Context: an optimization exercise on an open-source flow, tuned for small area, a short achievable clock period and few clock cycles. The choices shown serve that exercise and are no tape-out recipe.
RTL that was checked went through simulation tests only; none was proved equivalent to the original.

## geofence
module geofence (clk, reset, X, Y, valid, is_inside);
input clk;
input reset;
input [9:0] X;
input [9:0] Y;
output reg valid;
output reg is_inside;
localparam S0 = 3'd0, S1 = 3'd1, S2 = 3'd2, S3 = 3'd3, SF = 3'd4;
reg [3:0] cnt;           
reg [2:0] st;
reg [9:0] px, py;        
reg       wsx, wsy;      
reg [9:0] wmx_n, wmy_n;      
wire [9:0] wmx = ~wmx_n, wmy = ~wmy_n;
reg       lsx, lsy, rsx, rsy;
reg [9:0] lmx_n, lmy, rmx, rmy_n;   
wire [9:0] lmx = ~lmx_n, rmy = ~rmy_n;
wire [10:0] dx = {1'b0, X} - {1'b0, px};
wire [10:0] dy = {1'b0, Y} - {1'b0, py};
wire       dsx = dx[10];
wire       dsy = dy[10];
wire [9:0] dmx = (dx[9:0] ^ {10{dsx}}) + {9'd0, dsx};
wire [9:0] dmy = (dy[9:0] ^ {10{dsy}}) + {9'd0, dsy};
wire       a_n, a_z, b_n, b_z;
xsign ua (.a(lmx), .b(wmy), .c(lmy), .d(wmx), .neg(a_n), .zero(a_z));   
xsign ub (.a(wmx), .b(rmy), .c(rmx), .d(wmy), .neg(b_n), .zero(b_z));   
wire lzx = lmx == 0, lzy = lmy == 0, wzx = wmx == 0, wzy = wmy == 0;
wire rzx = rmx == 0, rzy = rmy == 0;
wire a_s1 = lsx ^ wsy, a_s2 = lsy ^ wsx;
wire b_s1 = wsx ^ rsy, b_s2 = wsy ^ rsx;
wire [1:0] ca = (a_s1 != a_s2) ? (((lzx || wzy) && (lzy || wzx)) ? 2'b01 : {a_s1, 1'b0})
                               : (a_z ? 2'b01 : {a_s1 ^ a_n, 1'b0});
wire [1:0] cb = (b_s1 != b_s2) ? (((wzx || rzy) && (wzy || rzx)) ? 2'b01 : {b_s1, 1'b0})
                               : (b_z ? 2'b01 : {b_s1 ^ b_n, 1'b0});
wire a_neg = ca[1], a_zero = ca[0], a_pos = !ca[1] && !ca[0];
wire b_neg = cb[1], b_zero = cb[0];
wire w_zero = wzx && wzy;
wire opp = (!lzx && (lsx != wsx)) || (!lzy && (lsy != wsy));
reg [2:0] st_n;
reg       set_l, set_r, neg_l;
always @(*) begin
    st_n  = st;
    set_l = 1'b0;
  ...
export LEC_CHECK = 0
export CAP_MARGIN = 20
export CORE_MARGIN = 2
export CORE_UTILIZATION = 40
export SLEW_MARGIN = 20
create_clock -name core_clock -period 13.0 [get_ports {clk}]
standard.sh (not shown) runs the stock make flow with config.mk's settings and CLKGATE_MAP_FILE= SYNTH_SCRIPT=/design/flow/synth_recipe.tcl, a recipe that flattens the netlist after the stock synthesis.
==> flow/flow/run.sh <==
#!/bin/bash
# Standard ORFS layout with two additions (same clock period and constraints):
#  1. after the standard synthesis, flow/polarity.py removes the inverters that
#     Yosys's full-adder extraction leaves between adders (logic unchanged);
#  2. timing repair aims at a larger setup slack than the default.
set -euo pipefail
RES="$PWD/orfs/results/$FLOW_PLATFORM/geofence/base"
LIB="$FLOW_HOME/platforms/$FLOW_PLATFORM/lib/sky130_fd_sc_hd__tt_025C_1v80.lib"
bash standard.sh "$RES/1_2_yosys.v" > synth.log 2>&1
cp "$RES/1_2_yosys.v" 1_2_yosys.before_polarity.v
python3 flow/polarity.py "$RES/1_2_yosys.v" "$LIB" > polarity.log 2>&1
bash standard.sh SETUP_SLACK_MARGIN=6.5 finish > layout.log 2>&1
Other scripts of this flow, unchanged in this note and not shown: flow/flow/polarity.py
Edit:
--- a/flow/flow/run.sh
+++ b/flow/flow/run.sh
@@ -10,3 +10,3 @@
 cp "$RES/1_2_yosys.v" 1_2_yosys.before_polarity.v
 python3 flow/polarity.py "$RES/1_2_yosys.v" "$LIB" > polarity.log 2>&1
-bash standard.sh SETUP_SLACK_MARGIN=6.5 finish > layout.log 2>&1
+bash standard.sh SETUP_SLACK_MARGIN=3 finish > layout.log 2>&1
- CORE_UTILIZATION: 40 -> 65
- PLACE_DENSITY: unset -> 0.75
Effect:
- clock-buffer cell count is higher by 1
- final area is lower by roughly a tenth
- maximum frequency is lower by about a fifth
- non-clock buffer count is lower by 143
- flip-flop and latch count is unchanged
No functional check of the RTL was part of any run of this note.


Another version of the RTL of geofence (not shown whole).
For scale: about 1600 cells after synthesis.
==> flow/design.v (excerpt) <==
module geofence (clk, reset, X, Y, valid, is_inside);
input clk;
input reset;
input [9:0] X;
input [9:0] Y;
output reg valid;
output reg is_inside;
localparam S0 = 2'd0, S1 = 2'd1, S3 = 2'd3;
reg [3:0] cnt;           
reg [1:0] st;
reg       sf;
reg [9:0] px, py;        
reg       wsx, wsy;      
reg [9:0] wmx, wmy_n;        
wire [9:0] wmy = ~wmy_n;
reg       lsx, lsy, rsx, rsy;
reg [9:0] lmx_n, lmy, rmx_n, rmy;       
wire [9:0] lmx = ~lmx_n, rmx = ~rmx_n;
wire [10:0] dx = {1'b0, X} - {1'b0, px};
wire [10:0] dy = {1'b0, Y} - {1'b0, py};
wire       dsx = dx[10];
wire       dsy = dy[10];
wire [9:0] dmx = (dx[9:0] ^ {10{dsx}}) + {9'd0, dsx};
wire [9:0] dmy = (dy[9:0] ^ {10{dsy}}) + {9'd0, dsy};
wire lzx = lmx == 0, lzy = lmy == 0, wzx = wmx == 0, wzy = wmy == 0;
wire rzx = rmx == 0, rzy = rmy == 0;
wire a_s1 = lsx ^ wsy, a_s2 = lsy ^ wsx;      
wire b_s1 = wsy ^ rsx, b_s2 = wsx ^ rsy;      
wire a_n, a_z, b_n, b_z;
xsign ua (.a(lmx), .b(wmy), .c(lmy), .d(wmx), .inj(a_s1),  .neg(a_n), .zero(a_z));
xsign ub (.a(wmy), .b(rmx), .c(wmx), .d(rmy), .inj(!b_s1), .neg(b_n), .zero(b_z));
wire a_fz = (lzx || wzy) && (lzy || wzx);     
wire b_fz = (wzy || rzx) && (wzx || rzy);
wire a_neg  = (a_s1 != a_s2) ? (a_s1 && !a_fz) : (a_s1 ^ a_n);
wire a_zero = (a_s1 != a_s2) ? a_fz : a_z;
wire b_neg  = (b_s1 != b_s2) ? (!b_s1 && !b_fz) : !(b_s1 ^ b_n);
wire b_zero = (b_s1 != b_s2) ? b_fz : b_z;
wire w_zero = wzx && wzy;
  ...
clock: 13.0 ns
lec_check: 0
cap_margin: 20
core_margin: 2
core_utilization: 40
slew_margin: 20
synth_hierarchical: 1
==> flow/flow/run.sh <==
#!/bin/bash
# Standard ORFS layout with two additions (same clock period and constraints):
#  1. after the standard synthesis, flow/polarity.py removes the inverters that
#     Yosys's full-adder extraction leaves between adders (logic unchanged);
#  2. timing repair aims at a larger setup slack than the default.
set -euo pipefail
RES="$PWD/orfs/results/$FLOW_PLATFORM/geofence/base"
LIB="$FLOW_HOME/platforms/$FLOW_PLATFORM/lib/sky130_fd_sc_hd__tt_025C_1v80.lib"
bash standard.sh "$RES/1_2_yosys.v" > synth.log 2>&1
cp "$RES/1_2_yosys.v" 1_2_yosys.before_polarity.v
python3 flow/polarity.py "$RES/1_2_yosys.v" "$LIB" > polarity.log 2>&1
bash standard.sh SETUP_SLACK_MARGIN=6 finish > layout.log 2>&1
Other scripts of this flow, unchanged in this note and not shown: flow/flow/polarity.py
The first run produced a clean layout.
Testbench counts at the start, summed over its fixed seeds: cycles 12,800.
Change:
- ABC_AREA: default -> 1
- SYNTH_HIERARCHICAL: 1 -> default
Result: The changed run produced a clean layout. Global-route usage falls by 0.86 points. Flip-flop and latch count is unchanged. First-iteration DRC count rises by 5.2%.
Change:
--- a/flow/flow/run.sh
+++ b/flow/flow/run.sh
@@ -10,3 +10,3 @@
 cp "$RES/1_2_yosys.v" 1_2_yosys.before_polarity.v
 python3 flow/polarity.py "$RES/1_2_yosys.v" "$LIB" > polarity.log 2>&1
-bash standard.sh SETUP_SLACK_MARGIN=6 finish > layout.log 2>&1
+bash standard.sh SETUP_SLACK_MARGIN=5.75 finish > layout.log 2>&1
- ABC_AREA: 1 -> default
Result:
- final area shrinks by 3.7%
- clock skew barely changes
- routed wire length shrinks by 2.5%
- non-clock buffer count grows by 32
- setup slack degrades by 390 ps
- die area shrinks by 5.7%
- cell count shrinks by 12%
- hold slack improves by 19 ps
- register-to-register slack degrades by 390 ps


Another version of the RTL of geofence (not shown whole).
Size in the first run: about 1600 cells after synthesis, ~24 I/O pins, ~0.016 mm2 of cells after synthesis.
clock: 13.0 ns
lec_check: 0
cap_margin: 20
core_margin: 2
core_utilization: 40
slew_margin: 20
==> flow/flow/run.sh <==
#!/bin/bash
# Standard ORFS layout with two additions (same clock period and constraints):
#  1. after the standard synthesis, flow/polarity.py removes the inverters that
#     Yosys's full-adder extraction leaves between adders (logic unchanged);
#  2. timing repair aims at a larger setup slack than the default.
set -euo pipefail
RES="$PWD/orfs/results/$FLOW_PLATFORM/geofence/base"
LIB="$FLOW_HOME/platforms/$FLOW_PLATFORM/lib/sky130_fd_sc_hd__tt_025C_1v80.lib"
bash standard.sh "$RES/1_2_yosys.v" > synth.log 2>&1
cp "$RES/1_2_yosys.v" 1_2_yosys.before_polarity.v
python3 flow/polarity.py "$RES/1_2_yosys.v" "$LIB" > polarity.log 2>&1
bash standard.sh SETUP_SLACK_MARGIN=5.5 finish > layout.log 2>&1
Other scripts of this flow, unchanged in this note and not shown: flow/flow/polarity.py
Change:
--- a/flow/flow/run.sh
+++ b/flow/flow/run.sh
@@ -12 +12 @@
-bash standard.sh SETUP_SLACK_MARGIN=5.5 finish > layout.log 2>&1
+bash standard.sh SETUP_SLACK_MARGIN=6.5 finish > layout.log 2>&1
First-iteration DRC count went up by 26%.
Area after synthesis stays the same.
Wire length went up by 15%.
Critical path depth went up by 2.
Change:
--- a/flow/flow/run.sh
+++ b/flow/flow/run.sh
@@ -12 +12 @@
-bash standard.sh SETUP_SLACK_MARGIN=6.5 finish > layout.log 2>&1
+bash standard.sh SETUP_SLACK_MARGIN=7 finish > layout.log 2>&1
Maximum frequency goes up slightly.
Utilization climbs by 0.27 points.
Wire length drops by a few percent.
Synthesized area is unchanged.
Worst setup slack improved by 0.098 ns.
Via count falls slightly.
Cell count increases slightly.
Clock-buffer cell count stays the same.
Change:
--- a/flow/flow/run.sh
+++ b/flow/flow/run.sh
@@ -12 +12 @@
-bash standard.sh SETUP_SLACK_MARGIN=7 finish > layout.log 2>&1
+bash standard.sh SETUP_SLACK_MARGIN=6 finish > layout.log 2>&1
After rerunning: Clock skew increases by 0.0034 ns. Hold slack got worse by 0.029 ns. Wire length decreases by 4.8%. Clock-buffer cell count increases by 1. Non-clock buffer count decreases by 60.
No run of this note included a check of the RTL's function; only the layout flow was run.

[afterwards: timing with drivers on the ports]
The results above use ideal ports. As a check the final layouts listed here were re-extracted and re-timed, cells and wires unchanged.
Step 1 assumes that a clkbuf_16 drives the clock port and a buf_2 every other input.
Step 2 times the ports against the registers' clock, not the clock port: input delays grow and output delays shrink by t, the midpoint of the rising clock arrivals with the driver on.
Slacks: no drivers / after step 1 / after step 2; pairs: no drivers / after step 1.
| run | shift t [ns] | setup slack, ns | hold WS [ns] |
|---|---|---|---|
| the first run of note 1 | 0.413 | 6.593 / 6.593 / 6.522 | 0.507 / 0.507 / 0.507 |
| the second run of note 1 | 0.403 | 5.183 / 5.183 / 5.183 | 0.511 / 0.511 / 0.511 |
| the first run of note 2 | 0.388 | 6.233 / 6.233 / 6.233 | 0.499 / 0.499 / 0.499 |
| the second run of note 2 | 0.382 | 6.374 / 6.374 / 6.374 | 0.477 / 0.477 / 0.477 |
| the third run of note 2 | 0.379 | 5.981 / 5.981 / 5.981 | 0.496 / 0.496 / 0.496 |
| the first run of note 3 | 0.387 | 5.704 / 5.704 / 5.704 | 0.506 / 0.506 / 0.506 |
| the second run of note 3 | 0.399 | 6.257 / 6.257 / 6.257 | 0.526 / 0.526 / 0.526 |
| the third run of note 3 | 0.391 | 6.355 / 6.355 / 6.355 | 0.568 / 0.568 / 0.568 |
| the fourth run of note 3 | 0.392 | 6.149 / 6.149 / 6.149 | 0.539 / 0.539 / 0.539 |
After both steps setup and hold are still met in every run listed. For the first run of note 1, which loses most, drivers alone change the setup slack by 0.000 ns; drivers and shift together by -0.071 ns.
